Context: an optimization exercise on an open-source flow, tuned for a short achievable clock period and few clock cycles. The choices shown serve that exercise and are no tape-out recipe. In this exercise RTL edits were held to simulation tests only and were not proved equivalent to the original. No activity file was given, so power comes from the tool's default toggle rates.

$ cat flow/design.v
`timescale 1 ns / 100 ps
module sign_ext_16_32(d, q);
	input [15:0] d;
	output [31:0] q;
	assign q = { {16{d[15]}}, d};
endmodule
`timescale 1ns/1ps
module alu(alucont, rd1, rd2, res, zero);
	input [3:0] alucont;
	input [31:0] rd1;
	input [31:0] rd2;
	output reg [31:0] res;
	output wire zero;
	localparam AND 	= 4'b0000;
	localparam OR 	= 4'b0001;
	localparam ADD 	= 4'b0010;
	localparam SUB 	= 4'b0110;
	localparam SLT 	= 4'b0111;
	localparam NOR 	= 4'b1100;
	always @(*) begin
		case(alucont)
			AND		: begin
				res = rd1 & rd2;
			end
			OR 		: begin
				res = rd1 | rd2;
			end
			ADD 	: begin
				res = rd1 + rd2;
			end
			SUB 	: begin
				res = rd1 - rd2;
			end
			SLT 	: begin
				res = (rd1 < rd2) ? 1 : 0;
			end
			NOR 	: begin
				res = ~(rd1 | rd2);
			end
			default	: begin
				res = 32'b0;
			end
		endcase
	end
	assign zero = ~(|res);
endmodule
`timescale 1ns/1ns
module register_file(clk, ra1, ra2, wa, wd, rd1, rd2, regwrite);
	input clk;
	input [4:0] ra1;
	input [4:0] ra2;
	input [4:0] wa;
	input [31:0] wd;
	output reg [31:0] rd1;
	output reg [31:0] rd2;
	input regwrite;
	reg [31:0] memory [1:31];
	always @(*) begin
		rd1 = (ra1 == 5'd0) ? 32'b0 : memory[ra1];
		rd2 = (ra2 == 5'd0) ? 32'b0 : memory[ra2];
	end
	always @(posedge clk) begin
		if(regwrite && (wa != 5'd0))
			memory[wa] <= wd;	
	end
endmodule
`timescale 1ns/1ns
module single_cycle_mips_32(clk, rst, imem_addr, imem_rdata, dmem_addr,
	dmem_wdata, dmem_we, dmem_rdata);
	input clk;
	input rst;
	output [31:0] imem_addr;
	input [31:0] imem_rdata;
	output [31:0] dmem_addr;
	output [31:0] dmem_wdata;
	output dmem_we;
	input [31:0] dmem_rdata;
	localparam R_TYPE 		= 6'b000000;
	localparam LOAD_WORD 	= 6'b100011;
	localparam STORE_WORD 	= 6'b101011;
	localparam BRANCH_EQ	= 6'b000100;
	localparam JUMP 		= 6'b000010;
	reg RegDst;
	reg Branch;
	reg MemRead;
	reg MemToReg;
	reg [1:0] AluOP;
	reg MemWrite;
	reg ALUSrc;
	reg RegWrite;
	reg Jump;
	wire [31:0] instruction;
	always @(*) begin
		case(instruction[31:26])
			R_TYPE 	: begin
				RegDst <= 1'b1;
				ALUSrc <= 1'b0;
				MemToReg <= 1'b0;
				RegWrite <= 1'b1;
				MemRead <= 1'b0;
				MemWrite <= 1'b0;
				Branch <= 1'b0;
				AluOP <= 2'b10;
				Jump <= 1'b0;
			end
			LOAD_WORD 	: begin
				RegDst <= 1'b0;
				ALUSrc <= 1'b1;
				MemToReg <= 1'b1;
				RegWrite <= 1'b1;
				MemRead <= 1'b1;
				MemWrite <= 1'b0;
				Branch <= 1'b0;
				AluOP <= 2'b00;
				Jump <= 1'b0;
			end
			STORE_WORD 	: begin
				RegDst <= 1'b0;
				ALUSrc <= 1'b1;
				MemToReg <= 1'b0;
				RegWrite <= 1'b0;
				MemRead <= 1'b0;
				MemWrite <= 1'b1; 
				Branch <= 1'b0;
				AluOP <= 2'b00;
				Jump <= 1'b0;
			end
			BRANCH_EQ 	: begin
				RegDst <= 1'b0;
				ALUSrc <= 1'b0;
				MemToReg <= 1'b0;
				RegWrite <= 1'b0;
				MemRead <= 1'b0;
				MemWrite <= 1'b0;
				Branch = 1'b1;
				AluOP <= 2'b01;
				Jump <= 1'b0;
			end
			JUMP 	: begin
				RegDst <= 1'b0;
				ALUSrc <= 1'b0;
				MemToReg <= 1'b0;
				RegWrite <= 1'b0;
				MemRead <= 1'b0;
				MemWrite <= 1'b0;
				Branch = 1'b0;
				AluOP <= 2'b00;
				Jump <= 1'b1;
			end
			default begin
				RegDst <= 1'b0;
				ALUSrc <= 1'b0;
				MemToReg <= 1'b0;
				RegWrite <= 1'b0;
				MemRead <= 1'b0;
				MemWrite <= 1'b0;
				Branch = 1'b0;
				AluOP <= 2'b00;
				Jump <= 1'b0;
			end
		endcase
	end
	wire [31:0] next_instruction;
	reg [31:0] program_counter;
	always @(posedge clk or posedge rst) begin
		if (rst) begin
			program_counter <= 32'b0;
		end
		else begin
			program_counter <= next_instruction;	
		end
	end
	wire [31:0] program_counter_plus_4;
	assign program_counter_plus_4 = program_counter + 4;
	assign imem_addr = program_counter;
	assign instruction = imem_rdata;
	wire [4:0] write_address;
	assign write_address = RegDst ? instruction[15:11] : instruction[20:16];
	wire [31:0] write_data;
	wire [31:0] read_data_1;
	wire [31:0] read_data_2;
	register_file reg_file(
		.clk(clk),
		.ra1(instruction[25:21]),
		.ra2(instruction[20:16]),
		.wa(write_address),
		.wd(write_data),
		.rd1(read_data_1),
		.rd2(read_data_2),
		.regwrite(RegWrite)
		);
	wire [31:0] sign_extended_immediate_16;
	sign_ext_16_32 sign_ext(
		.d(instruction[15:0]),
		.q(sign_extended_immediate_16)
		);
	reg [3:0] alu_control;
	localparam AND 	= 4'b0000;
	localparam OR 	= 4'b0001;
	localparam ADD 	= 4'b0010;
	localparam SUB 	= 4'b0110;
	localparam SLT 	= 4'b0111;
	localparam NOR 	= 4'b1100;
	wire [5:0] funct_control;
	assign funct_control = instruction[5:0];
	always @(*) begin
		if (~AluOP[1] && ~AluOP[0]) begin
			alu_control <= ADD;
		end
		else if (AluOP[0]) begin
			alu_control <= SUB;
		end
		else if(AluOP[1]) begin
			if(funct_control[3:0] == 4'b0000)
				alu_control <= ADD;
			else if(funct_control[3:0] == 4'b0010)
				alu_control <= SUB;
			else if(funct_control[3:0] == 4'b0100)
				alu_control <= AND;
			else if(funct_control[3:0] == 4'b0101)
				alu_control <= OR;
			else if(funct_control[3:0] == 4'b1010)
				alu_control <= SLT;
			else if(funct_control[3:0] == 4'b0111)
				alu_control <= NOR;
			else
				alu_control <= 4'b0000;
		end
		else
			alu_control <= 4'b0000;
	end
	wire [31:0] alu_input_1;
	wire [31:0] alu_input_2;
	wire [31:0] alu_result;
	wire alu_zero;
	assign alu_input_1 = read_data_1;
	assign alu_input_2 = ALUSrc ? sign_extended_immediate_16 : read_data_2;
	alu alu(
		.alucont(alu_control),
		.rd1(alu_input_1),
		.rd2(alu_input_2),
		.res(alu_result),
		.zero(alu_zero)
		);
	wire [31:0] address_calc;
	wire [31:0] immediate_shift_left_2;
	wire PCSrc;
	wire [31:0] pre_jump_inst;
	wire [31:0] jump_address;
	assign jump_address = {program_counter_plus_4[31:28], instruction[25:0], 2'b0};
	assign PCSrc = Branch & alu_zero;
	assign immediate_shift_left_2 = {sign_extended_immediate_16[29:0], 2'b0};
	assign address_calc = program_counter_plus_4 + immediate_shift_left_2;
	assign pre_jump_inst = PCSrc ? address_calc : program_counter_plus_4;
	assign next_instruction = Jump ? jump_address : pre_jump_inst;
	wire [31:0] data_mem_data;
	assign dmem_addr = alu_result;
	assign dmem_wdata = read_data_2;
	assign dmem_we = MemWrite;
	assign data_mem_data = dmem_rdata;
	assign write_data = MemToReg ? data_mem_data : alu_result;
endmodule
$ cat flow/run.sh
#!/bin/bash
# synth_recipe.tcl (not shown) runs the flow's synth.tcl, then flattens the netlist and writes it again
# the make line also repeats each setting of config.mk as NAME=value (left out here)
make -C /OpenROAD-flow-scripts/flow DESIGN_CONFIG=/design/flow/config.mk WORK_HOME=/design/flow/orfs CLKGATE_MAP_FILE= SYNTH_SCRIPT=/design/flow/synth_recipe.tcl finish
$ cat flow/config.mk
export PLATFORM = sky130hd
export DESIGN_NAME = single_cycle_mips_32
export DESIGN_NICKNAME = single_cycle_mips_32
export VERILOG_FILES = /design/flow/design.v
export SDC_FILE = /design/flow/constraint.sdc
export NUM_CORES = 4
export LEC_CHECK = 0
export CAP_MARGIN = 20
export CORE_MARGIN = 2
export CORE_UTILIZATION = 40
export SLEW_MARGIN = 20
$ cat flow/constraint.sdc
create_clock -name core_clock -period 12.0 [get_ports {clk}]
set_input_delay 2.4000 -clock core_clock [delete_from_list [all_inputs] [get_ports {clk}]]
set_output_delay 2.4000 -clock core_clock [all_outputs]
set_load 0.01 [all_outputs]
==> run_results.csv <==
group,metric,value,unit
logic_synthesis,synth-edff-count,992,
critical_path,r2r-end,"program_counter[30]",
detailed_routing,dr.pass1.iters,6,
floorplan,start_util,40.3,%
timing,hold_viol_final,0,
worst_hold_path,hold_path_class,"reg -> reg",
layout,regArea,30500,sq um
layout,area_growth_syn_to_layout,14.4,%
layout,final_cell_mix,"edfxtp_1, mux4_2, a21oi_1",
cts,cts.htree.levels,3,
global_route,grt.total_usage,26.0,%
power_and_ir_drop,switchingPower,0.00306,W
layout,nNetsFinal,4031,
critical_path,required,9.60,ns
floorplan,core,137000,sq um
global_route,overflow,0,
power_and_ir_drop,p_per_area,163,nW/um^2
timing,setup_tns,0,ns
floorplan,die_area,141000,sq um
cts,root_buffer,"clkbuf_16",
critical_path,critPathMaxFanout,50,
global_route,antenna_found_initial,4,
logic_synthesis,yosysWarnings,3,
timing,rsz0062_at_grt,"no",
detailed_routing,wl_per_cell,32.5,um
power_and_ir_drop,clkPwrFrac,32.5,%
critical_path,endpoint_kind,"output port",
critical_path,crit_arrival,8.77,ns
placed_design,port_buffers,160,
detailed_routing,via_per_inst,6.45,
cts,clkLatencyLatePin,0.73,ns
critical_path,worst-r2r-setup-slack,4.19,ns
cts,clkSinkCount,1022,
timing,min_period,11.17,ns
logic_synthesis,synth-main-ff-cell,"edfxtp_1",
timing,whs,0.612,ns
floorplan,die_h,376,um
critical_path,crit_type,"in -> out",
power_and_ir_drop,combPwrFrac,24.3,%
layout,drive_gt1_share,24.1,%
layout,final_common_cell,"edfxtp_1",
logic_synthesis,syn_inst,3677,
global_route,grt_pass1_vias,35900,
logic_synthesis,syn_area,55300,sq um
cts,postCtsHoldBufs,0,
worst_hold_path,worstHoldStart,"program_counter[31]",
global_route,grt_max_degree,90,
logic_synthesis,seq_area_frac_synth,55.2,%
detailed_routing,drt_iter0_markers,4952,
power_and_ir_drop,internal-power,0.00722,W
timing,setup_viol,0,
cts,cts_resized,0,
critical_path,cp-startpoint,"imem_rdata[16]",
placed_design,placed_cell_area,59700,sq um
run,cap_violations,0,
cts,clk_pin_slew,0.05,ns
power_and_ir_drop,p_leak,21.3,nW
floorplan,die_w,376,um
detailed_routing,route.detailed.drc,0,
power_and_ir_drop,swShare,29.8,%
timing,fmax,89.5,MHz
layout,fin_util,46.1,%
timing,maxSlewViolCount,0,
layout,nFillCells,11900,
logic_synthesis,ys_seq_elements,1022,
critical_path,reg2reg_from,"reg_file.memory[15][6]",
critical_path,start_kind,"input port",
critical_path,r2r_cells,20,
global_route,grt_pass1_wl,264,mm
floorplan,boundaryPins,163,
cts,cts_buffers,105,
power_and_ir_drop,ir_worst_vdd,116,uV
critical_path,endpoint,"dmem_addr[31]",
detailed_routing,vias,36900,
placed_design,globalplace.congestion,0.931,
placed_design,hpwlAfterDp,119,mm
timing,slew_headroom,27.1,%
timing,fin_crit_sh,93.1,%
layout,multi_input_area,23600,sq um
cts,postCtsSetupRepairBufs,0,
logic_synthesis,synth_cell_types,86,
detailed_routing,totalWireLength,186,mm
cts,cts_tree,"done",
detailed_routing,antenna_left,0,
logic_synthesis,synthArstFlopShare,2.94,%
cts,cts_buffer_depth,3,
logic_synthesis,synth.avg_cell_area,15.0,sq um
timing,skew,0.0407,ns
floorplan,rows,136,
power_and_ir_drop,seqPwrFrac,43.2,%
outcome,status,"timing/DRC/antenna clean",
timing,worstMarginPinSlew,1.09,ns
layout,postLayoutCellArea,63200,sq um
[worst max-delay path, cell delays in order]
cell and delay [ns]:
buf_8 0.34, buf_12 0.38, buf_4 0.42, mux2_2 0.38
a21oi_1 0.12, o21ai_0 0.16, a21oi_1 0.20, nor3b_1 0.09
o21ai_0 0.16, inv_1 0.22, a21oi_1 0.32, ha_1 0.42
inv_1 0.22, a21oi_1 0.36, o31ai_1 0.21, a211oi_1 0.49
o31ai_1 0.12, a311oi_1 0.45, o21bai_1 0.17, mux2i_1 0.14
a211o_1 0.35, clkdlybuf4s50_1 0.52
[power by group through the flow]
stage | clock network (W) | logic [W] | registers, W
floorplan | 0 | 0.00145 | 0.00451
global placement | 0 | 0.00245 | 0.00451
detailed placement | 0 | 0.00246 | 0.00451
CTS | 0.00338 | 0.00247 | 0.00444
global route | 0.00351 | 0.00267 | 0.00445
finish | 0.00334 | 0.00250 | 0.00444
[state kept, by name (all words and copies together) (netlist names)]
signal and count:
reg_file.memory 992, program_counter 30
[routing by layer]
metal,up-vias,track usage (%),share of wire (%)
met5,-,0,0.032
met4,8,9.15,3.6
met3,326,4.33,8.8
met2,1959,41.9,47
met1,19300,35.8,40
li1,15300,-,-
[stage by stage]
| stage | total power, W | worst slack [ns] | instances |
|---|---|---|---|
| after floorplan | 0.00596 | 1.41 | 3678 |
| after global placement | 0.00696 | 0.911 | 5523 |
| after detailed placement | 0.00698 | 0.937 | 5523 |
| after CTS | 0.0103 | 0.906 | 5715 |
| after global routing | 0.0106 | 0.325 | 5715 |
| final | 0.0103 | 0.829 | 5717 |
[layout make-up]
class,count,area share [%]
diodes,2,0.00791
clock buffers,128,4.34
clock inverters,64,1.16
inverters,123,0.730
multi-input cells,2270,37.3
flip-flops and latches,1022,48.3
well taps,1794,3.55
repair buffers,314,4.60
[how the worst min path moves through the flow]
stage	endpoint	slack, ns	depth (start not counted)
floorplan	program_counter[31]	0.63	2
global placement	program_counter[31]	0.59	2
detailed placement	program_counter[31]	0.62	2
CTS	program_counter[31]	0.63	2
global route	program_counter[31]	0.66	2
finish	program_counter[31]	0.61	2
[synthesized netlist by cell type, types with 13 or more instances]
master      n  area (sq um)
a22oi_1    23           173
a221o_1    25           250
clkbuf_1  194           728
o31ai_1    15           113
nor3_1     43           215
o22ai_1    20           125
ha_1      126          1580
dfrtp_1    30           751
a21oi_1   242          1210
buf_1      57           214
a211oi_1   32           240
inv_1     122           458
a31oi_1    19           119
o221ai_1   34           298
a221oi_1   33           289
nor2b_1    13          81.3
nor2_1    241           905
mux2_2     85           957
xor2_1     24           210
mux2i_1   197          1970
nand2_1   147           552
xnor2_1    69           604
nand4_1    13          81.3
nand3_1    25           125
edfxtp_1  992         29800
nand2b_1   20           125
a21o_1     28           210
and2_1     14          87.6
mux4_2    468         10500
o21ai_0   113           566
o211ai_1   18           135
[kinds of logic after synthesis]
kind of cell | count (synthesis) | share of synthesized area, %
simple gates | 597 | 5.00
mux | 750 | 24.4
other cells | 1 | 0.00678
buf+inv | 386 | 2.66
flops | 1022 | 55.2
fa+ha+maj | 129 | 2.96
compound gates | 699 | 8.31
xor+xnor | 93 | 1.47
Testbench counts, summed over its fixed seeds: cycles 44,232.

what the ideal ports hide:
The results above use ideal ports. As a check the final layout listed here was re-extracted and re-timed, cells and wires unchanged.
Step 1 (the two cells are an assumption about what drives the block):
set clk [get_ports {clk}]
set_driving_cell -lib_cell sky130_fd_sc_hd__clkbuf_16 $clk
set_driving_cell -lib_cell sky130_fd_sc_hd__buf_2 [delete_from_list [all_inputs] $clk]
Step 2 times the ports against the registers' clock, not the clock port: input delays grow and output delays shrink by t, the midpoint of the rising clock arrivals with the driver on.
Three values: ideal, step 1, step 2; two values: the first two.
shift t [ns]: 0.780
slack for setup (ns): 0.829 / 0.746 / 0.746
hold slack, ns: 0.612 / 0.612 / 0.612
clock arrival spread, ns: 0.041 / 0.041
worst register clock-pin slew, ns: 0.07 / 0.07
After both steps setup and hold are still met in this run. The setup slack of this run moves by -0.083 ns with the drivers and by -0.083 ns with both steps.
